Background: an optimization exercise with open tools, aiming at small area and a short achievable clock period. Do not read the settings as production practice. RTL that was checked went through simulation tests only; none was proved equivalent to the original. Only the layout flow was run in run 1; the RTL was not checked for function there. Power and IR drop assume default switching activity.

==> flow/design.v <==
module Multiplier (
	input clk,
	input resetn,
	input [2:0] step,
	input [7:0] shift,
	input signed [7:0] A,
	input signed [7:0] B0,
	input signed [7:0] B1,
	input signed [7:0] B2,
	input signed [7:0] B3,
	input signed [7:0] B4,
	input signed [7:0] B5,
	input signed [7:0] B6,
	input signed [7:0] B7,
	output [7:0] Y0,
	output [7:0] Y1,
	output [7:0] Y2,
	output [7:0] Y3,
	output [7:0] Y4,
	output [7:0] Y5,
	output [7:0] Y6,
	output [7:0] Y7,
	output reg overflow
	);
	reg s_mul;    
	reg s_zp;     
	reg s_acc;    
	reg s_act;    
	reg s_clr;    
	always @(posedge clk) begin
		s_mul <= (step == 3'd1) | (step == 3'd4);
		s_zp  <= step[2] & (step[1] | step[0]);
		s_acc <= (step == 3'd2);
		s_act <= (step == 3'd3);
		s_clr <= step[2];
	end
	wire rst = ~resetn;
	reg [7:0] a_r;
	wire [7:0] a_nx = (rst | s_zp) ? 8'd0 : s_mul ? A : a_r;
	always @(posedge clk) a_r <= a_nx;
	reg [3:0] d_one, d_two, d_neg;
	wire [8:0] ae = {a_nx, 1'b0};
	wire nx_acc = (step == 3'd2);
	integer j;
	always @(posedge clk) begin
		for (j = 0; j < 4; j = j + 1) begin
			d_one[j] <= nx_acc & (ae[2*j+1] ^ ae[2*j]);
			d_two[j] <= nx_acc & ((ae[2*j+2] & ~ae[2*j+1] & ~ae[2*j]) | (~ae[2*j+2] & ae[2*j+1] & ae[2*j]));
			d_neg[j] <= nx_acc & ae[2*j+2] & ~(ae[2*j+1] & ae[2*j]);
		end
	end
	wire [7:0] b_in [0:7];
	assign b_in[0] = B0; assign b_in[1] = B1; assign b_in[2] = B2; assign b_in[3] = B3;
	assign b_in[4] = B4; assign b_in[5] = B5; assign b_in[6] = B6; assign b_in[7] = B7;
	wire sh_big = |shift[7:5];
	wire [4:0] sh = shift[4:0];
	wire [26:7] m;
	genvar g, k;
	generate for (k = 7; k < 27; k = k + 1) begin : mk
		assign m[k] = ({1'b0, sh} <= k - 7);
	end endgenerate
	reg [6:0] y_r [0:7];
	reg f_r;
	wire [7:0] fl;
	generate for (g = 0; g < 8; g = g + 1) begin : lane
		reg [7:0] b_r;
		reg [27:0] acc;
		always @(posedge clk) if (s_mul) b_r <= b_in[g];
		wire [17:0] u;
		mac_lo mac (.acc(acc[15:0]), .b(b_r), .one(d_one), .two(d_two), .neg(d_neg), .u(u));
		wire [11:0] hi_p = acc[27:16] + 12'd1;
		wire [11:0] hi_m = acc[27:16] - 12'd1;
		wire [11:0] hi = u[17] ? hi_p : u[16] ? acc[27:16] : hi_m;
		always @(posedge clk) begin
			if (rst | s_clr) acc <= 28'd0;
			else acc <= {hi, u[15:0]};
		end
		wire [26:0] x0 = acc[26:0];
		wire [22:0] x1 = sh[4] ? {4'd0, x0[26:16]} : x0[22:0];
		wire [14:0] x2 = sh[3] ? x1[22:8] : x1[14:0];
		wire [10:0] x3 = sh[2] ? x2[14:4] : x2[10:0];
		wire [8:0] x4 = sh[1] ? x3[10:2] : x3[8:0];
		wire [6:0] x5 = sh[0] ? x4[7:1] : x4[6:0];
		wire sat = |(acc[26:7] & m);
		wire [6:0] ynew = (acc[27] | sh_big) ? 7'd0 : sat ? 7'h7f : x5;
		always @(posedge clk) begin
			if (rst) y_r[g] <= 7'd0;
			else if (s_act) y_r[g] <= ynew;
		end
		assign fl[g] = acc[26] ^ acc[27];
	end endgenerate
	always @(posedge clk) begin
		if (rst) begin
			f_r <= 1'b0;
			overflow <= 1'b0;
		end else begin
			if (s_acc) f_r <= |fl;
			overflow <= overflow | f_r;
		end
	end
	assign Y0 = {1'b0, y_r[0]};
	assign Y1 = {1'b0, y_r[1]};
	assign Y2 = {1'b0, y_r[2]};
	assign Y3 = {1'b0, y_r[3]};
	assign Y4 = {1'b0, y_r[4]};
	assign Y5 = {1'b0, y_r[5]};
	assign Y6 = {1'b0, y_r[6]};
	assign Y7 = {1'b0, y_r[7]};
endmodule
module mac_lo (
	input [15:0] acc,
	input [7:0] b,
	input [3:0] one,
	input [3:0] two,
	input [3:0] neg,
	output [17:0] u
);
	wire [8:0] bx = {b[7], b};
	wire [9:0] bs = {bx, 1'b0};
	wire [8:0] pp0 = (({9{one[0]}} & bx) | ({9{two[0]}} & bs[8:0])) ^ {9{neg[0]}};
	wire [8:0] pp1 = (({9{one[1]}} & bx) | ({9{two[1]}} & bs[8:0])) ^ {9{neg[1]}};
	wire [8:0] pp2 = (({9{one[2]}} & bx) | ({9{two[2]}} & bs[8:0])) ^ {9{neg[2]}};
	wire [8:0] pp3 = (({9{one[3]}} & bx) | ({9{two[3]}} & bs[8:0])) ^ {9{neg[3]}};
	wire t_1;
	wire t_2;
	wire t_3;
	wire t_4;
	wire t_5;
	wire t_6;
	wire t_7;
	wire t_8;
	wire t_9;
	wire t_10;
	wire t_11;
	wire t_12;
	wire t_13;
	wire t_14;
	wire t_15;
	wire t_16;
	wire t_17;
	wire t_18;
	wire t_19;
	wire t_20;
	wire t_21;
	wire t_22;
	wire t_23;
	wire t_24;
	wire t_25;
	wire t_26;
	wire t_27;
	wire t_28;
	wire t_29;
	wire t_30;
	wire t_31;
	wire t_32;
	wire t_33;
	wire t_34;
	wire t_35;
	wire t_36;
	wire t_37;
	wire t_38;
	wire t_39;
	wire t_40;
	wire t_41;
	wire t_42;
	wire t_43;
	wire t_44;
	wire t_45;
	wire t_46;
	wire t_47;
	wire t_48;
	wire t_49;
	wire t_50;
	wire t_51;
	wire t_52;
	wire t_53;
	wire t_54;
	wire t_55;
	wire t_56;
	wire t_57;
	wire t_58;
	wire t_59;
	wire t_60;
	wire t_61;
	wire t_62;
	wire t_63;
	wire t_64;
	wire t_65;
	wire t_66;
	wire t_67;
	wire t_68;
	wire t_69;
	wire t_70;
	wire t_71;
	wire t_72;
	wire t_73;
	wire t_74;
	wire t_75;
	wire t_76;
	wire t_77;
	wire t_78;
	wire t_79;
	wire t_80;
	assign t_1 = acc[4] ^ pp0[4];
	assign t_2 = acc[4] & pp0[4];
	assign t_3 = acc[5] ^ pp0[5];
	assign t_4 = acc[5] & pp0[5];
	assign t_5 = acc[6] ^ pp0[6] ^ pp1[4];
	assign t_6 = (acc[6] & pp0[6]) | (acc[6] & pp1[4]) | (pp0[6] & pp1[4]);
	assign t_7 = pp2[2] ^ pp3[0];
	assign t_8 = pp2[2] & pp3[0];
	assign t_9 = acc[7] ^ pp0[7] ^ pp1[5];
	assign t_10 = (acc[7] & pp0[7]) | (acc[7] & pp1[5]) | (pp0[7] & pp1[5]);
	assign t_11 = pp2[3] ^ pp3[1];
	assign t_12 = pp2[3] & pp3[1];
	assign t_13 = acc[8] ^ ~pp0[8] ^ pp1[6];
	assign t_14 = (acc[8] & ~pp0[8]) | (acc[8] & pp1[6]) | (~pp0[8] & pp1[6]);
	assign t_15 = ~(pp2[4] ^ pp3[2]);
	assign t_16 = pp2[4] | pp3[2];
	assign t_17 = acc[9] ^ pp1[7] ^ pp2[5];
	assign t_18 = (acc[9] & pp1[7]) | (acc[9] & pp2[5]) | (pp1[7] & pp2[5]);
	assign t_19 = ~pp3[3];
	assign t_20 = pp3[3];
	assign t_21 = acc[10] ^ ~pp1[8] ^ pp2[6];
	assign t_22 = (acc[10] & ~pp1[8]) | (acc[10] & pp2[6]) | (~pp1[8] & pp2[6]);
	assign t_23 = acc[11] ^ pp2[7];
	assign t_24 = acc[11] & pp2[7];
	assign t_25 = acc[2] ^ pp0[2];
	assign t_26 = acc[2] & pp0[2];
	assign t_27 = acc[3] ^ pp0[3];
	assign t_28 = acc[3] & pp0[3];
	assign t_29 = pp1[2] ^ pp2[0] ^ neg[2];
	assign t_30 = (pp1[2] & pp2[0]) | (pp1[2] & neg[2]) | (pp2[0] & neg[2]);
	assign t_31 = pp1[3] ^ pp2[1] ^ t_3;
	assign t_32 = (pp1[3] & pp2[1]) | (pp1[3] & t_3) | (pp2[1] & t_3);
	assign t_33 = neg[3] ^ t_5 ^ t_7;
	assign t_34 = (neg[3] & t_5) | (neg[3] & t_7) | (t_5 & t_7);
	assign t_35 = t_9 ^ t_11 ^ t_6;
	assign t_36 = (t_9 & t_11) | (t_9 & t_6) | (t_11 & t_6);
	assign t_37 = t_13 ^ t_15 ^ t_10;
	assign t_38 = (t_13 & t_15) | (t_13 & t_10) | (t_15 & t_10);
	assign t_39 = t_17 ^ t_19 ^ t_14;
	assign t_40 = (t_17 & t_19) | (t_17 & t_14) | (t_19 & t_14);
	assign t_41 = pp3[4] ^ t_21 ^ t_18;
	assign t_42 = (pp3[4] & t_21) | (pp3[4] & t_18) | (t_21 & t_18);
	assign t_43 = ~(pp3[5] ^ t_23);
	assign t_44 = pp3[5] | t_23;
	assign t_45 = acc[12] ^ ~pp2[8] ^ pp3[6];
	assign t_46 = (acc[12] & ~pp2[8]) | (acc[12] & pp3[6]) | (~pp2[8] & pp3[6]);
	assign t_47 = acc[13] ^ pp3[7];
	assign t_48 = acc[13] & pp3[7];
	assign t_49 = acc[0] ^ pp0[0];
	assign t_50 = acc[0] & pp0[0];
	assign t_51 = acc[1] ^ pp0[1];
	assign t_52 = acc[1] & pp0[1];
	assign t_53 = pp1[0] ^ neg[1] ^ t_25;
	assign t_54 = (pp1[0] & neg[1]) | (pp1[0] & t_25) | (neg[1] & t_25);
	assign t_55 = pp1[1] ^ t_27 ^ t_26;
	assign t_56 = (pp1[1] & t_27) | (pp1[1] & t_26) | (t_27 & t_26);
	assign t_57 = t_1 ^ t_29 ^ t_28;
	assign t_58 = (t_1 & t_29) | (t_1 & t_28) | (t_29 & t_28);
	assign t_59 = t_2 ^ t_31 ^ t_30;
	assign t_60 = (t_2 & t_31) | (t_2 & t_30) | (t_31 & t_30);
	assign t_61 = t_4 ^ t_33 ^ t_32;
	assign t_62 = (t_4 & t_33) | (t_4 & t_32) | (t_33 & t_32);
	assign t_63 = t_8 ^ t_35 ^ t_34;
	assign t_64 = (t_8 & t_35) | (t_8 & t_34) | (t_35 & t_34);
	assign t_65 = t_12 ^ t_37 ^ t_36;
	assign t_66 = (t_12 & t_37) | (t_12 & t_36) | (t_37 & t_36);
	assign t_67 = t_16 ^ t_39 ^ t_38;
	assign t_68 = (t_16 & t_39) | (t_16 & t_38) | (t_39 & t_38);
	assign t_69 = t_20 ^ t_41 ^ t_40;
	assign t_70 = (t_20 & t_41) | (t_20 & t_40) | (t_41 & t_40);
	assign t_71 = t_22 ^ t_43 ^ t_42;
	assign t_72 = (t_22 & t_43) | (t_22 & t_42) | (t_43 & t_42);
	assign t_73 = t_24 ^ t_45 ^ t_44;
	assign t_74 = (t_24 & t_45) | (t_24 & t_44) | (t_45 & t_44);
	assign t_75 = ~(t_47 ^ t_46);
	assign t_76 = t_47 | t_46;
	assign t_77 = acc[14] ^ ~pp3[8] ^ t_48;
	assign t_78 = (acc[14] & ~pp3[8]) | (acc[14] & t_48) | (~pp3[8] & t_48);
	assign t_79 = ~acc[15];
	assign t_80 = acc[15];
	wire [17:0] ra = {1'b0, t_80, t_79, t_77, t_75, t_73, t_71, t_69, t_67, t_65, t_63, t_61, t_59, t_57, t_55, t_53, t_51, neg[0]};
	wire [17:0] rb = {1'b0, 1'b0, t_78, t_76, t_74, t_72, t_70, t_68, t_66, t_64, t_62, t_60, t_58, t_56, t_54, t_52, t_50, t_49};
	assign u = ra + rb;
endmodule
==> flow/run.sh <==
#!/bin/bash
# synth_recipe.tcl (not shown) runs the flow's synth.tcl, then flattens the netlist and writes it again
# the make line also repeats each setting of config.mk as NAME=value (left out here)
make -C /OpenROAD-flow-scripts/flow DESIGN_CONFIG=/design/flow/config.mk WORK_HOME=/design/flow/orfs CLKGATE_MAP_FILE= SYNTH_SCRIPT=/design/flow/synth_recipe.tcl finish
==> flow/config.mk <==
export PLATFORM = sky130hd
export DESIGN_NAME = Multiplier
export DESIGN_NICKNAME = Multiplier
export VERILOG_FILES = /design/flow/design.v
export SDC_FILE = /design/flow/constraint.sdc
export NUM_CORES = 4
export LEC_CHECK = 0
export CAP_MARGIN = 20
export CORE_MARGIN = 2
export CORE_UTILIZATION = 40
export SLEW_MARGIN = 20
==> flow/constraint.sdc <==
create_clock -name core_clock -period 6.0 [get_ports {clk}]
set_input_delay 1.2000 -clock core_clock [delete_from_list [all_inputs] [get_ports {clk}]]
set_output_delay 1.2000 -clock core_clock [all_outputs]
set_load 0.01 [all_outputs]
==> reports/results.tsv, run 1 <==
metric	value	unit
cts_made_buffers	47	
grt_pass1_vias	30679	
syn-cell-area	37720	µm²
initial_utilization	40.42	%
power_density	385.8	nW/µm²
clock_sink_count	371	
synth.top_cells.by_area	sky130_fd_sc_hd__dfxtp_1 16%, sky130_fd_sc_hd__ha_1 11%, sky130_fd_sc_hd__fa_1 11%, sky130_fd_sc_hd__xnor2_1 7.4%, sky130_fd_sc_hd__mux2i_1 5.9%	
max_cap_violation_count	0	
grt_pass1_wl	187.3	mm
grt_use_total	24.58	%
clk_pin_slew	0.06	ns
wl	122.3	mm
worst-r2r-cell-count	21	
hp-start	y_r[7][5]$_SDFFE_PN0P_	
setup-violations-final	0	
synth_area_per_cell	8.608	µm²
avgViaCountPerCell	5.574	
cp.required	6.51	ns
synthesis.instances	4382	
critical_path_class	reg2reg	
busiest_layer	met1	
number_of_register_bits_inferred_by_synthesis	371	
grt_use_met3	4.992	%
rsz0062_at_grt	true	
synth.yosys.seq_area_share	21.39	%
power.leakage	0.01891	µW
post_place_cells	5713	
finish.instance_area	43940	µm²
drtPass1Iterations	6	
worst_skew_pair.late_latency	0.63	ns
final_util	47.09	%
timing.clock.skew	0.02675	ns
min-delay-path-class	reg2reg	
dpl_cell_area	41570	µm²
grt.met2_usage	35.00	%
critPathLaunchType	register	
rr_endpoint	lane[5].acc[27]$_SDFFE_PP0P_	
syn_to_final_growth	16.50	%
worstPathMaxFanout	4	
yosys_cell_types	97	
max_fclk	170.2	MHz
timing.critical_path.to	lane[5].acc[27]$_SDFFE_PP0P_	
post_route_cells_drive_above_1_share	11.56	%
final-hold-violation-count	0	
global_route.usage.met1	37.52	%
first_iter_violations	2858	
yosys-top-cells-count	397 x sky130_fd_sc_hd__inv_1, 323 x sky130_fd_sc_hd__ha_1, 319 x sky130_fd_sc_hd__xnor2_1, 310 x sky130_fd_sc_hd__nor2_1, 307 x sky130_fd_sc_hd__dfxtp_1	
outcome	timing/DRC/antenna clean	
place.gp.congestion	0.9878	
setup.worst_path.start	lane[5].b_r[3]$_DFFE_PP_	
async_sr_flop_fraction	0	%
grt.overflow.total	0	
synth_area_leader_cell	sky130_fd_sc_hd__dfxtp_1	
post_cts_hold_buffer_count	0	
detail_route.drc_violations	0	
die_w	311.1	µm
worst-r2r-setup-slack	0.12	ns
via_count	32496	
worstMarginPinSlew	1.226	ns
critical_path.reg2reg.startpoint	lane[5].b_r[3]$_DFFE_PP_	
core-area	93330	µm²
endpoint_kind	register	
worst_case_clock_buffer_depth	3	
antenna_violations_before_repair	6	
std_cell_rows	112	
slew-limit-headroom	17.70	%
max_transition_viols_final	0	
routed_wire_length_per_instance	20.98	µm
grt_max_degree	93	
io_pins	150	
h-tree-depth	2	
yosys.cell_count.top_type	sky130_fd_sc_hd__inv_1	
die_area	96770	µm²
dieHeight	311.1	µm
layout_worst_path_cycle_share	97.93	%
final_instance_count_excl_fillers	5830	
synth-warning-count	2	
root_buffer	sky130_fd_sc_hd__clkbuf_16	
dp_hpwl	95.59	mm
max-vdd-ir-drop	0.0002752	V
nNetsFinal	5144	
edff_count_synth	64	
cp_data_arrival_time	6.39	ns
final.min_clock_period	5.876	ns
netlist.area_leader.share	16.29	%
dominantRegCellSynth	sky130_fd_sc_hd__dfxtp_1	
portBuffers	141	
drtAntennaViolNets	0	
cts_tree	yes	
==> metrics by stage <==
stage | power, µW | setup TNS, ns | setup WS (ns) | hold slack, ns
after CTS | 16460 | -0.007490 | -0.007490 | 0.4560
after global placement | 13180 | -0.01502 | -0.01502 | 0.4355
after floorplan | 10960 | -0.2336 | -0.2213 | 0.4413
after global routing | 18300 | -0.7998 | -0.1445 | 0.4730
final | 16950 | 0 | 0.1241 | 0.4513
after detailed placement | 13270 | -0.07813 | -0.03640 | 0.4431
==> cell families after synthesis <==
logic type	Yosys count	synth area share (%)
multiplexers	250	6.730
other	1	0.009942
XOR/XNOR	463	10.75
adder cells (fa/ha/maj)	523	21.33
AO/OA/AOI/OAI	1220	21.90
buffers and inverters	692	7.357
flip-flops	371	21.39
AND/OR/NAND/NOR	862	10.53
==> per-layer routing <==
layer,wire [µm],up-vias
met5,0,-
met4,2795,0
met3,10450,169
met2,49250,1247
met1,59800,15407
li1,-,15673
==> worst min-delay path by stage <==
stage / endpoint / depth (start not counted)
after floorplan: overflow$_SDFF_PN0_ / 1
after global placement: y_r[5][3]$_SDFFE_PN0P_ / 1
after detailed placement: y_r[3][4]$_SDFFE_PN0P_ / 1
after CTS: y_r[7][5]$_SDFFE_PN0P_ / 1
after global routing: overflow$_SDFF_PN0_ / 1
final: y_r[7][5]$_SDFFE_PN0P_ / 1
==> placed cells by master, fill, tap and decap left out, drive strengths merged, types with 37 or more instances in the layout <==
cell,netlist,routed
a211oi,101,101
a21o,118,118
a21oi,242,242
a22o,37,37
a22oi,263,263
buf,126,255
clkbuf,167,54
clkdlybuf4s50,0,136
dfxtp,307,307
edfxtp,64,64
fa,200,200
ha,323,323
inv,398,404
mux2i,221,221
nand2,250,250
nand3,55,55
nor2,310,310
nor2b,37,37
nor3,57,57
o211ai,49,49
o21a,37,37
o21ai,209,209
xnor2,319,319
xor2,144,144
==> registers in the layout, summed over array words and instances, names as in the netlist <==
register,count
f_r,1
s_acc,1
d_one,4
d_two,4
a_r,8
lane.b_r,64
y_r,56
s_clr,1
lane.acc,224
overflow,1
s_mul,1
s_act,1
s_zp,1
d_neg,4
==> where the power goes <==
part	total, µW	switching [µW]	internal, µW
Combinational	10200	5420	4750
Clock	3090	1270	1810
Sequential	3710	767	2940
==> area by class of cell <==
type | count | area, µm²
repair buffers | 391 | 3606
clock buffers | 54 | 1242
fillers | 9080 | 49380
well taps | 1254 | 1569
flip-flops and latches | 371 | 8102
clock inverters | 34 | 411.6
inverters | 399 | 1499
diodes | 1 | 2.502
multi-input cells | 3326 | 27510
==> what timing repair did <==
item                       in CTS  in global routing
buffers inserted                1                 27
hold endpoints to repair        0                  0
resized for setup               4                 89
setup endpoints to repair       3                 33
pin swaps                       0                 67
==> worst max-delay path: stages, from the launching register on <==
cell and delay (ns):
sky130_fd_sc_hd__edfxtp_1 0.48, sky130_fd_sc_hd__a22oi_1 0.29, sky130_fd_sc_hd__xor2_1 0.24, sky130_fd_sc_hd__fa_1 0.47
sky130_fd_sc_hd__fa_1 0.47, sky130_fd_sc_hd__fa_1 0.51, sky130_fd_sc_hd__inv_1 0.04, sky130_fd_sc_hd__ha_1 0.19
sky130_fd_sc_hd__or4_1 0.56, sky130_fd_sc_hd__o221ai_2 0.19, sky130_fd_sc_hd__a31oi_2 0.16, sky130_fd_sc_hd__a31o_2 0.29
sky130_fd_sc_hd__inv_2 0.08, sky130_fd_sc_hd__buf_4 0.12, sky130_fd_sc_hd__ha_1 0.27, sky130_fd_sc_hd__o21a_1 0.25
sky130_fd_sc_hd__a2111oi_4 0.42, sky130_fd_sc_hd__nor3_1 0.10, sky130_fd_sc_hd__o22a_1 0.22, sky130_fd_sc_hd__nor4b_1 0.16
sky130_fd_sc_hd__a31oi_1 0.16, sky130_fd_sc_hd__nand3_1 0.08
==> inputs of run 2 (changes only) <==
--- a/flow/design.v
+++ b/flow/design.v
@@ -65,15 +65,33 @@
 	generate for (g = 0; g < 8; g = g + 1) begin : lane
 		reg [7:0] b_r;
-		reg [27:0] acc;
+		reg [27:0] v;        
+		reg [1:0] q;         
 		always @(posedge clk) if (s_mul) b_r <= b_in[g];
-		wire [17:0] u;
-		mac_lo mac (.acc(acc[15:0]), .b(b_r), .one(d_one), .two(d_two), .neg(d_neg), .u(u));
-		wire [11:0] hi_p = acc[27:16] + 12'd1;
-		wire [11:0] hi_m = acc[27:16] - 12'd1;
-		wire [11:0] hi = u[17] ? hi_p : u[16] ? acc[27:16] : hi_m;
+		wire [15:0] vn;
+		wire [1:0] qn;
+		mac_lo mac (.v(v[15:0]), .b(b_r), .one(d_one), .two(d_two), .neg(d_neg),
+			.vn(vn), .qn(qn));
+		wire [11:0] ah = v[27:16];
+		wire [11:0] hi_p, hi_m;
+		for (k = 0; k < 12; k = k + 1) begin : incdec
+			if (k == 0) begin : b0
+				assign hi_p[k] = ~ah[k];
+				assign hi_m[k] = ~ah[k];
+			end else begin : bk
+				assign hi_p[k] = ah[k] ^ (&ah[k-1:0]);
+				assign hi_m[k] = ah[k] ^ ~(|ah[k-1:0]);
+			end
+		end
+		wire [11:0] hin = ({12{q[1]}} & hi_m) | ({12{~q[1] & q[0]}} & hi_p) | ({12{~q[0]}} & ah);
 		always @(posedge clk) begin
-			if (rst | s_clr) acc <= 28'd0;
-			else acc <= {hi, u[15:0]};
-		end
+			if (rst | s_clr) begin
+				v <= 28'd0;
+				q <= 2'd0;
+			end else begin
+				v <= {hin, vn};
+				q <= qn;
+			end
+		end
+		wire [27:0] acc = {hin, v[15:0]};
 		wire [26:0] x0 = acc[26:0];
 		wire [22:0] x1 = sh[4] ? {4'd0, x0[26:16]} : x0[22:0];
@@ -109,10 +127,11 @@
 endmodule
 module mac_lo (
-	input [15:0] acc,
+	input [15:0] v,
 	input [7:0] b,
 	input [3:0] one,
 	input [3:0] two,
 	input [3:0] neg,
-	output [17:0] u
+	output [15:0] vn,
+	output [1:0] qn
 );
 	wire [8:0] bx = {b[7], b};
@@ -202,32 +221,32 @@
 	wire t_79;
 	wire t_80;
-	assign t_1 = acc[4] ^ pp0[4];
-	assign t_2 = acc[4] & pp0[4];
-	assign t_3 = acc[5] ^ pp0[5];
-	assign t_4 = acc[5] & pp0[5];
-	assign t_5 = acc[6] ^ pp0[6] ^ pp1[4];
-	assign t_6 = (acc[6] & pp0[6]) | (acc[6] & pp1[4]) | (pp0[6] & pp1[4]);
+	assign t_1 = v[4] ^ pp0[4];
+	assign t_2 = v[4] & pp0[4];
+	assign t_3 = v[5] ^ pp0[5];
+	assign t_4 = v[5] & pp0[5];
+	assign t_5 = v[6] ^ pp0[6] ^ pp1[4];
+	assign t_6 = (v[6] & pp0[6]) | (v[6] & pp1[4]) | (pp0[6] & pp1[4]);
 	assign t_7 = pp2[2] ^ pp3[0];
 	assign t_8 = pp2[2] & pp3[0];
-	assign t_9 = acc[7] ^ pp0[7] ^ pp1[5];
-	assign t_10 = (acc[7] & pp0[7]) | (acc[7] & pp1[5]) | (pp0[7] & pp1[5]);
+	assign t_9 = v[7] ^ pp0[7] ^ pp1[5];
+	assign t_10 = (v[7] & pp0[7]) | (v[7] & pp1[5]) | (pp0[7] & pp1[5]);
 	assign t_11 = pp2[3] ^ pp3[1];
 	assign t_12 = pp2[3] & pp3[1];
-	assign t_13 = acc[8] ^ ~pp0[8] ^ pp1[6];
-	assign t_14 = (acc[8] & ~pp0[8]) | (acc[8] & pp1[6]) | (~pp0[8] & pp1[6]);
+	assign t_13 = v[8] ^ ~pp0[8] ^ pp1[6];
+	assign t_14 = (v[8] & ~pp0[8]) | (v[8] & pp1[6]) | (~pp0[8] & pp1[6]);
 	assign t_15 = ~(pp2[4] ^ pp3[2]);
 	assign t_16 = pp2[4] | pp3[2];
-	assign t_17 = acc[9] ^ pp1[7] ^ pp2[5];
-	assign t_18 = (acc[9] & pp1[7]) | (acc[9] & pp2[5]) | (pp1[7] & pp2[5]);
+	assign t_17 = v[9] ^ pp1[7] ^ pp2[5];
+	assign t_18 = (v[9] & pp1[7]) | (v[9] & pp2[5]) | (pp1[7] & pp2[5]);
 	assign t_19 = ~pp3[3];
 	assign t_20 = pp3[3];
-	assign t_21 = acc[10] ^ ~pp1[8] ^ pp2[6];
-	assign t_22 = (acc[10] & ~pp1[8]) | (acc[10] & pp2[6]) | (~pp1[8] & pp2[6]);
-	assign t_23 = acc[11] ^ pp2[7];
-	assign t_24 = acc[11] & pp2[7];
-	assign t_25 = acc[2] ^ pp0[2];
-	assign t_26 = acc[2] & pp0[2];
-	assign t_27 = acc[3] ^ pp0[3];
-	assign t_28 = acc[3] & pp0[3];
+	assign t_21 = v[10] ^ ~pp1[8] ^ pp2[6];
+	assign t_22 = (v[10] & ~pp1[8]) | (v[10] & pp2[6]) | (~pp1[8] & pp2[6]);
+	assign t_23 = v[11] ^ pp2[7];
+	assign t_24 = v[11] & pp2[7];
+	assign t_25 = v[2] ^ pp0[2];
+	assign t_26 = v[2] & pp0[2];
+	assign t_27 = v[3] ^ pp0[3];
+	assign t_28 = v[3] & pp0[3];
 	assign t_29 = pp1[2] ^ pp2[0] ^ neg[2];
 	assign t_30 = (pp1[2] & pp2[0]) | (pp1[2] & neg[2]) | (pp2[0] & neg[2]);
@@ -246,12 +265,12 @@
 	assign t_43 = ~(pp3[5] ^ t_23);
 	assign t_44 = pp3[5] | t_23;
-	assign t_45 = acc[12] ^ ~pp2[8] ^ pp3[6];
-	assign t_46 = (acc[12] & ~pp2[8]) | (acc[12] & pp3[6]) | (~pp2[8] & pp3[6]);
-	assign t_47 = acc[13] ^ pp3[7];
-	assign t_48 = acc[13] & pp3[7];
-	assign t_49 = acc[0] ^ pp0[0];
-	assign t_50 = acc[0] & pp0[0];
-	assign t_51 = acc[1] ^ pp0[1];
-	assign t_52 = acc[1] & pp0[1];
+	assign t_45 = v[12] ^ ~pp2[8] ^ pp3[6];
+	assign t_46 = (v[12] & ~pp2[8]) | (v[12] & pp3[6]) | (~pp2[8] & pp3[6]);
+	assign t_47 = v[13] ^ pp3[7];
+	assign t_48 = v[13] & pp3[7];
+	assign t_49 = v[0] ^ pp0[0];
+	assign t_50 = v[0] & pp0[0];
+	assign t_51 = v[1] ^ pp0[1];
+	assign t_52 = v[1] & pp0[1];
 	assign t_53 = pp1[0] ^ neg[1] ^ t_25;
 	assign t_54 = (pp1[0] & neg[1]) | (pp1[0] & t_25) | (neg[1] & t_25);
@@ -278,10 +297,12 @@
 	assign t_75 = ~(t_47 ^ t_46);
 	assign t_76 = t_47 | t_46;
-	assign t_77 = acc[14] ^ ~pp3[8] ^ t_48;
-	assign t_78 = (acc[14] & ~pp3[8]) | (acc[14] & t_48) | (~pp3[8] & t_48);
-	assign t_79 = ~acc[15];
-	assign t_80 = acc[15];
-	wire [17:0] ra = {1'b0, t_80, t_79, t_77, t_75, t_73, t_71, t_69, t_67, t_65, t_63, t_61, t_59, t_57, t_55, t_53, t_51, neg[0]};
-	wire [17:0] rb = {1'b0, 1'b0, t_78, t_76, t_74, t_72, t_70, t_68, t_66, t_64, t_62, t_60, t_58, t_56, t_54, t_52, t_50, t_49};
-	assign u = ra + rb;
+	assign t_77 = v[14] ^ ~pp3[8] ^ t_48;
+	assign t_78 = (v[14] & ~pp3[8]) | (v[14] & t_48) | (~pp3[8] & t_48);
+	assign t_79 = ~v[15];
+	assign t_80 = v[15];
+	wire [17:0] ra = {1'b1, 1'b1, t_79, t_77, t_75, t_73, t_71, t_69, t_67, t_65, t_63, t_61, t_59, t_57, t_55, t_53, t_51, neg[0]};
+	wire [17:0] rb = {1'b0, t_80, t_78, t_76, t_74, t_72, t_70, t_68, t_66, t_64, t_62, t_60, t_58, t_56, t_54, t_52, t_50, t_49};
+	wire [17:0] u = ra + rb;
+	assign vn = u[15:0];
+	assign qn = u[17:16];
 endmodule
--- a/flow/config.mk
+++ b/flow/config.mk
@@ -6,4 +6,5 @@
 export NUM_CORES = 4
 export LEC_CHECK = 0
+export ABC_AREA = 1
 export CAP_MARGIN = 20
 export CORE_MARGIN = 2
==> run 2 against run 1 <==
  * First-iteration DRC count rose by 33%
  * Clock skew is 0.0069 ns higher
  * Combinational power decreased by 29%
  * Core utilization decreased by 1.8 points
  * Sequential cell count grew 16
  * Global-route usage up 2.3 points
  * Design area decreased by 3.9%
  * Hold slack improved by 0.011 ns
  * Worst setup slack improved by 1.1 ns
  * Sequential power decreased by 6.2%
  * Critical endpoint is now lane[2].v[14]$_SDFF_PP0_
==> reports/results.tsv, run 2 <==
metric	value	unit	change
grt_pass1_vias	33686		+9.8%
outcome	timing/DRC/antenna clean		
dieHeight	310.9	µm	about the same
postCtsResizedCells	0		-4
layout_commonest_cell	sky130_fd_sc_hd__nand2_1		
io_pins	150		unchanged
power.leakage	0.01994	µW	+5.4%
detail_route.drc_violations	0		unchanged
worst_skew_pair.late_latency	0.65	ns	+0.02 ns
power_switching	6704	µW	-10%
avgViaCountPerCell	5.445		-2.3%
slew-limit-headroom	27.83	%	+10 points
first_iter_violations	3787		+33%
antenna_violations_before_repair	3		-3
initial_utilization	40.36	%	-0.051 points
crit_top_cell	sky130_fd_sc_hd__inv_1		
cp_data_arrival_time	5.31	ns	-1.08 ns
cts_tree	yes		
critical_path_class	reg2reg		
wl	133.2	mm	+8.9%
routed_wire_length_per_instance	19.81	µm	-5.6%
yosys-top-cells-count	1,061 x sky130_fd_sc_hd__nand2_1, 803 x sky130_fd_sc_hd__inv_1, 429 x sky130_fd_sc_hd__nor2_1, 405 x sky130_fd_sc_hd__a21oi_1, 382 x sky130_fd_sc_hd__nand3_1		
power_density	336.5	nW/µm²	-13%
syn-cell-area	37670	µm²	-0.13%
synth.top_cells.by_area	sky130_fd_sc_hd__dfxtp_1 17%, sky130_fd_sc_hd__nand2_1 11%, sky130_fd_sc_hd__ha_1 10%, sky130_fd_sc_hd__fa_1 10%, sky130_fd_sc_hd__inv_1 8.0%		
cp.required	6.54	ns	+0.03 ns
via_count	36611		+13%
grt_pass1_wl	203.5	mm	+8.7%
critPathLaunchType	register		
max_transition_viols_final	0		unchanged
worst_path_max_delay_cell	sky130_fd_sc_hd__o21ai_0		
grt_max_degree	105		+13%
final_instance_count_excl_fillers	6724		+15%
cts_setup_buffers	0		-1
pwr-share-seq	24.5	%	+2.6 points
final.min_clock_period	4.768	ns	-1.108 ns
std_cell_rows	112		unchanged
yosys_cell_types	59		-39%
max_flop_register	lane.v		
portBuffers	141		unchanged
max_fclk	209.7	MHz	+23%
area.sequential	8399	µm²	+3.7%
drtAntennaViolNets	0		unchanged
h-tree-depth	2		unchanged
worstMarginPinSlew	1.083	ns	-0.1437 ns
synthesis.instances	5372		+23%
edff_count_synth	64		unchanged
intPower	7513	µW	-21%
worstPathMaxFanout	26		+22
synth.yosys.seq_area_share	22.27	%	+0.88 points
grt_use_total	26.90	%	+2.3 points
root_buffer	sky130_fd_sc_hd__clkbuf_16		
max_stage_delay	0.61	ns	+0.05 ns
grt.overflow.total	0		unchanged
pwr-share-clk	24.4	%	+6.2 points
largest_register_ffs	224		unchanged
async_sr_flop_fraction	0	%	unchanged
crit_path_cells	clkinv_1 -> buf_4 -> o22ai_1 -> xor2_1 -> ha_1 -> inv_1 -> fa_1 -> fa_1 -> inv_1 -> ha_1 -> inv_1 -> nor3_1 -> nand2_1 -> nand2_1 -> a31oi_1 -> o21ai_0 -> a31oi_1 -> o21ai_0 -> a21oi_1		
number_of_register_bits_inferred_by_synthesis	387		+4.3%
multi_input_logic_area	25310	µm²	-8.0%
yosys.cell_count.top_type	sky130_fd_sc_hd__nand2_1		
die_w	310.9	µm	about the same
netlist.area_leader.share	17.16	%	+0.87 points
post_place_cells	6627		+16%
post_cts_hold_buffer_count	0		unchanged
syn_to_final_growth	12.15	%	
timing.clock.skew	0.03363	ns	+0.006876 ns
comb_power_share	51.1	%	-8.8 points
synth_area_per_cell	7.013	µm²	-19%
synth_area_leader_cell	sky130_fd_sc_hd__dfxtp_1		
clock_sink_count	387		+4.3%
endpoint_kind	register		
final_util	45.27	%	-1.8 points
tns	0	ns	unchanged
min-delay-path-class	reg2reg		
place.gp.congestion	0.9686		-1.9%
cts_made_buffers	52		+11%
dp_hpwl	102.2	mm	+7.0%
filler_cell_count	9759		+7.5%
final-hold-violation-count	0		unchanged
netSwitchingFraction	47.15	%	+3.2 points
drtPass1Iterations	6		unchanged
setup-violations-final	0		unchanged
worst_case_clock_buffer_depth	3		unchanged
dpl_cell_area	40380	µm²	-2.9%
nNetsFinal	6013		+17%
clk_pin_slew	0.06	ns	about the same
die_area	96650	µm²	-0.12%
max-vdd-ir-drop	0.0002140	V	-22%
rsz0062_at_grt	false		
core-area	93330	µm²	unchanged
finish.instance_area	42250	µm²	-3.9%
dominantRegCellSynth	sky130_fd_sc_hd__dfxtp_1		
max_cap_violation_count	0		unchanged
layout_top_registers	lane.v: 224 flops, lane.b_r: 64 flops, y_r: 56 flops		
layout_worst_path_cycle_share	79.46	%	-18 points
post_route_cells_drive_above_1_share	4.663	%	-6.9 points
mostFrequentLayoutCells	1,061 x sky130_fd_sc_hd__nand2_1, 791 x sky130_fd_sc_hd__inv_1, 428 x sky130_fd_sc_hd__nor2_1		
synth-warning-count	2		unchanged
run 2: cell types whose count changed after synthesis, sizes merged, moves of 101 or more:
cell / previous run / this run
a21oi: 242 / 407
o22ai: 4 / 259
xor2: 144 / 291
xnor2: 319 / 5
a22oi: 263 / 23
nor2: 310 / 447
nand2: 250 / 1073
inv: 398 / 824
a21o: 118 / 17
mux2i: 221 / 2
nand3: 55 / 384
run 2: worst paths after layout:
path / from / to / slack (ns) / depth (start not counted)
setup / recovery: d_two[0]$_DFF_P_ / lane[2].v[14]$_SDFF_PP0_ / 1.23 / 19
hold reg to reg: y_r[1][2]$_SDFFE_PN0P_ / y_r[1][2]$_SDFFE_PN0P_ / 0.46 / 2
hold / removal: y_r[1][2]$_SDFFE_PN0P_ / y_r[1][2]$_SDFFE_PN0P_ / 0.46 / 2
setup reg to reg: d_two[0]$_DFF_P_ / lane[2].v[14]$_SDFF_PP0_ / 1.23 / 19
run 2: critical path: cells and delay by family (launching register included):
family,cells,cell delay (ns)
AOI/OAI and AO/OA,6,1.40
xor gates and xnor gates,1,0.10
adders and majority gates,4,1.67
buffers and inverters,5,0.80
DFF,1,0.33
and+or+nand+nor,3,0.35
run 2: layout make-up:
| type | instances | area share, % |
|---|---|---|
| Multi-Input combinational cell | 3950 | 59.91 |
| Sequential cell | 387 | 19.88 |
| Inverter | 825 | 7.347 |
| Timing Repair Buffer | 211 | 4.726 |
| Tap cell | 1254 | 3.714 |
| Clock buffer | 65 | 3.314 |
| Clock inverter | 31 | 1.105 |
| Antenna cell | 1 | 0.005923 |
run 2: stage by stage:
stage          worst slack, ns  hold WS (ns)  total power (µW)
5_1_grt                 0.8453        0.4820             15400
6_report                 1.232        0.4626             14220
2_1_floorplan            1.339        0.4225              8556
3_5_place_dp             1.307        0.4543             10610
3_3_place_gp             1.363        0.4528             10570
4_1_cts                  1.293        0.4636             14160
run 2: power groups by stage:
stage	Sequential (µW)	Clock [µW]	Combinational (µW)
2_1_floorplan	3220	0	5340
3_3_place_gp	3520	0	7060
3_5_place_dp	3520	0	7090
4_1_cts	3460	3550	7140
5_1_grt	3520	3640	8240
6_report	3480	3470	7260
run 2: cell families after synthesis:
family	share of synthesized area (%)
AO/OA/AOI/OAI	16.71
XOR/XNOR	6.882
adder cells (fa/ha/maj)	20.47
buffers and inverters	10.65
flip-flops	22.27
multiplexers	0.05314
other	0.009954
AND/OR/NAND/NOR	22.96
run 2: per-layer routing:
metal	up-vias	wire length [µm]	GRT usage, %
li1	17803	-	-
met1	17027	64050	40.46
met2	1547	53870	38.97
met3	230	10820	4.292
met4	4	4438	8.366
met5	-	26	0
==> inputs of run 3 (changes only) <==
--- a/flow/config.mk
+++ b/flow/config.mk
@@ -10,3 +10,4 @@
 export CORE_MARGIN = 2
 export CORE_UTILIZATION = 40
+export SETUP_SLACK_MARGIN = 1.8
 export SLEW_MARGIN = 20
==> run 3 against run 2 <==
  * Register-to-register slack better by 0.65 ns
  * Clock skew down 0.011 ns
  * Final cell count up 0.45%
  * Clock power down 4%
  * Still clean on timing, DRC and antenna
  * Sequential share of layout area down 0.43 points
  * Die area unchanged
  * Synthesized cell count unchanged
  * Critical endpoint is now lane[2].v[15]$_SDFF_PP0_
==> reports/results.tsv, run 3 <==
metric	value	unit	change
layout_commonest_cell	sky130_fd_sc_hd__nand2_1		
yosys.area_share.adder	20.47	%	unchanged
core-area	93330	µm²	unchanged
critPathLaunchType	register		
cts_made_buffers	50		-3.8%
drtPass1Iterations	7		+1
h-tree-depth	2		unchanged
endpoint_kind	register		
yosys_cell_types	59		unchanged
async_sr_flop_fraction	0	%	unchanged
worst_case_setup_margin_in_the_final_layout	1.878	ns	+0.6454 ns
synth.yosys.seq_area_share	22.27	%	unchanged
post_route_cells_drive_above_1_share	7.055	%	+2.4 points
power_density	336.7	nW/µm²	about the same
portBuffers	141		unchanged
rsz0062_at_grt	true		
max_transition_viols_final	0		unchanged
root_buffer	sky130_fd_sc_hd__clkbuf_16		
worstMarginPinSlew	1.206	ns	+0.1230 ns
outcome	timing/DRC/antenna clean		
nNetsFinal	6044		+0.52%
detailedPlace.worstSlack	0.9317	ns	-0.3749 ns
final_util	46.37	%	+1.1 points
largest_register_ffs	224		unchanged
synth_area_per_cell	7.013	µm²	unchanged
mostFrequentLayoutCells	1,056 x sky130_fd_sc_hd__nand2_1, 787 x sky130_fd_sc_hd__inv_1, 421 x sky130_fd_sc_hd__nor2_1		
synth_area_leader_cell	sky130_fd_sc_hd__dfxtp_1		
syn_to_final_growth	14.89	%	
die_w	310.9	µm	unchanged
post_cts_hold_buffer_count	0		unchanged
setup-violations-final	0		unchanged
dominantRegCellSynth	sky130_fd_sc_hd__dfxtp_1		
slew-limit-headroom	19.14	%	-8.7 points
grt_max_degree	105		unchanged
dpl_cell_area	40290	µm²	-0.24%
dieHeight	310.9	µm	unchanged
io_pins	150		unchanged
yosys-top-cells-count	1,061 x sky130_fd_sc_hd__nand2_1, 803 x sky130_fd_sc_hd__inv_1, 429 x sky130_fd_sc_hd__nor2_1, 405 x sky130_fd_sc_hd__a21oi_1, 382 x sky130_fd_sc_hd__nand3_1		
worstPathMaxFanout	30		+15%
number_of_register_bits_inferred_by_synthesis	387		unchanged
yosys.cell_count.top_type	sky130_fd_sc_hd__nand2_1		
netlist.area_leader.share	17.16	%	unchanged
clk_pin_slew	0.06	ns	about the same
synthMuxAreaShare	0.05314	%	unchanged
timing.clock.skew	0.02241	ns	-0.01122 ns
worst_case_clock_buffer_depth	3		unchanged
multi_input_logic_area	25930	µm²	+2.4%
via_count	37277		+1.8%
final-hold-violation-count	0		unchanged
synth-compound-area-share	16.71	%	unchanged
first_iter_violations	4312		+14%
filler_cell_count	9654		-1.1%
detail_route.drc_violations	0		unchanged
max_flop_register	lane.v		
worst_skew_pair.late_latency	0.66	ns	about the same
cp.required	6.50	ns	-0.04 ns
synth.top_cells.by_area	sky130_fd_sc_hd__dfxtp_1 17%, sky130_fd_sc_hd__nand2_1 11%, sky130_fd_sc_hd__ha_1 10%, sky130_fd_sc_hd__fa_1 10%, sky130_fd_sc_hd__inv_1 8.0%		
largest_family_of_logic_cells_by_synthesized_area	simple AND/OR/NAND/NOR gates		
finish.instance_area	43280	µm²	+2.4%
grt_pass1_wl	206.9	mm	+1.7%
synth-xor-area-share	6.882	%	unchanged
die_area	96650	µm²	unchanged
insertedDiodeCount	0		-1
final.min_clock_period	4.122	ns	-0.6454 ns
avgViaCountPerCell	5.519		+1.4%
antenna_violations_before_repair	5		+2
critical_path_class	reg2reg		
drtAntennaViolNets	0		unchanged
edff_count_synth	64		unchanged
synth_simple_gate_area_share	22.96	%	unchanged
initial_utilization	40.36	%	unchanged
max_cap_violation_count	0		unchanged
synthesis.instances	5372		unchanged
max_fclk	242.6	MHz	+16%
grt.overflow.total	0		unchanged
layout_top_registers	lane.v: 224 flops, lane.b_r: 64 flops, y_r: 56 flops		
cp_data_arrival_time	4.62	ns	-0.69 ns
clock_sink_count	387		unchanged
max-vdd-ir-drop	0.0002093	V	-2.2%
synth-warning-count	2		unchanged
syn-cell-area	37670	µm²	unchanged
std_cell_rows	112		unchanged
power.leakage	0.02021	µW	+1.4%
place.gp.congestion	0.9883		+2.0%
cts_tree	yes		
routed_wire_length_per_instance	20.32	µm	+2.6%
dp_hpwl	103.3	mm	+1.0%
grt_pass1_vias	34232		+1.6%
grt_use_total	27.34	%	+0.44 points
wl	137.3	mm	+3.1%
tns	0	ns	unchanged
area.sequential	8418	µm²	+0.22%
layout_worst_path_cycle_share	68.71	%	-11 points
min-delay-path-class	reg2reg		
[run 3: worst paths after layout]
check                         startpoint                        to  slack [ns]  cells past startpoint
setup / recovery        d_one[1]$_DFF_P_  lane[2].v[15]$_SDFF_PP0_        1.88                     19
hold / removal    y_r[6][4]$_SDFFE_PN0P_    y_r[6][4]$_SDFFE_PN0P_        0.46                      2
setup reg to reg        d_one[1]$_DFF_P_  lane[2].v[15]$_SDFF_PP0_        1.88                     19
hold reg to reg   y_r[6][4]$_SDFFE_PN0P_    y_r[6][4]$_SDFFE_PN0P_        0.46                      2
[run 3: what timing repair did]
item	in CTS	in global routing
resized for setup	47	149
cloned	0	5
pin swaps	3	32
endpoints found under the setup margin	116	95
setup buffers	9	28
[run 3: kinds of logic (layout without fill, tap and decap cells)]
group                      Yosys count  after routing
other                                1              8
AOI/OAI and AO/OA                 1094           1094
and+or+nand+nor                   2049           2049
DFF                                387            387
muxes                                2              2
buffers and inverters             1042           1163
adders and majority gates          501            501
xor gates and xnor gates           296            296
[run 3: stage by stage]
| step | instances | total power, µW | hold WS, ns |
|---|---|---|---|
| after floorplan | 5379 | 8558 | 0.4225 |
| after global placement | 6618 | 10590 | 0.4487 |
| after detailed placement | 6618 | 10620 | 0.4523 |
| after CTS | 6721 | 14050 | 0.4650 |
| after global routing | 6754 | 15770 | 0.4853 |
| final | 6754 | 14570 | 0.4638 |
[run 3: final cells by class]
type,count,area share (%)
clock buffer,65,3.160
clock inverter,29,0.9685
inverter,825,7.352
multi-input combinational,3950,59.90
sequential,387,19.45
tap,1254,3.625
timing repair buffer,242,5.510
timing repair inverter,2,0.03180
[run 3: report_power, final]
part	switching (µW)	internal [µW]	total (µW)
Clock	1340	2000	3340
Sequential	500	2970	3470
Combinational	5060	2700	7760
Total	6900	7680	14600
[run 3: worst max-delay path, cell delays in order, from the launching register on]
cell and delay [ns]:
sky130_fd_sc_hd__dfxtp_4 0.37, sky130_fd_sc_hd__clkinvlp_4 0.14, sky130_fd_sc_hd__buf_12 0.20, sky130_fd_sc_hd__o22ai_2 0.18
sky130_fd_sc_hd__xor2_1 0.10, sky130_fd_sc_hd__fa_1 0.52, sky130_fd_sc_hd__inv_1 0.05, sky130_fd_sc_hd__fa_1 0.47
sky130_fd_sc_hd__inv_1 0.05, sky130_fd_sc_hd__fa_1 0.50, sky130_fd_sc_hd__inv_1 0.04, sky130_fd_sc_hd__ha_2 0.38
sky130_fd_sc_hd__nand2_1 0.10, sky130_fd_sc_hd__nor2_2 0.12, sky130_fd_sc_hd__nand3_1 0.10, sky130_fd_sc_hd__o2111ai_2 0.15
sky130_fd_sc_hd__nand3_2 0.16, sky130_fd_sc_hd__o21bai_4 0.15, sky130_fd_sc_hd__xor2_1 0.15, sky130_fd_sc_hd__nor2_1 0.05
[run 3: metal layers]
metal	wire [µm]	vias to the layer above	track usage, %
li1	-	17858	-
met1	63450	17262	41.20
met2	55130	1840	38.57
met3	13320	313	5.119
met4	5339	4	9.321
met5	27	-	0

==> port drivers added, routing unchanged <==
How much do the figures lean on ideal ports? The routed layouts below were timed once more, with nothing changed but the port constraints.
Step 1, drivers: a clkbuf_16 drives clk and a buf_2 each remaining input, both assumed.
Step 2 moves the port delays by t, midway between the first and last clock arrival at a register: inputs arrive t later, outputs are due t later. That takes back most of the time a late clock gives input paths.
a / b / c = ideal / step 1 / step 2; a / b = the first two.
| run | shift t [ns] | setup WS [ns] | latest minus earliest clock arrival (ns) | worst register clock-pin slew, ns |
|---|---|---|---|---|
| run 1 | 0.692 | 0.124 / 0.124 / 0.124 | 0.027 / 0.027 | 0.07 / 0.07 |
| run 2 | 0.703 | 1.232 / 1.232 / 1.232 | 0.039 / 0.039 | 0.07 / 0.07 |
| run 3 | 0.708 | 1.878 / 1.878 / 1.397 | 0.025 / 0.025 | 0.07 / 0.07 |
After both steps every run listed still meets setup and hold. For run 3, which loses most, drivers alone change the setup slack by 0.000 ns; drivers and shift together by -0.481 ns.
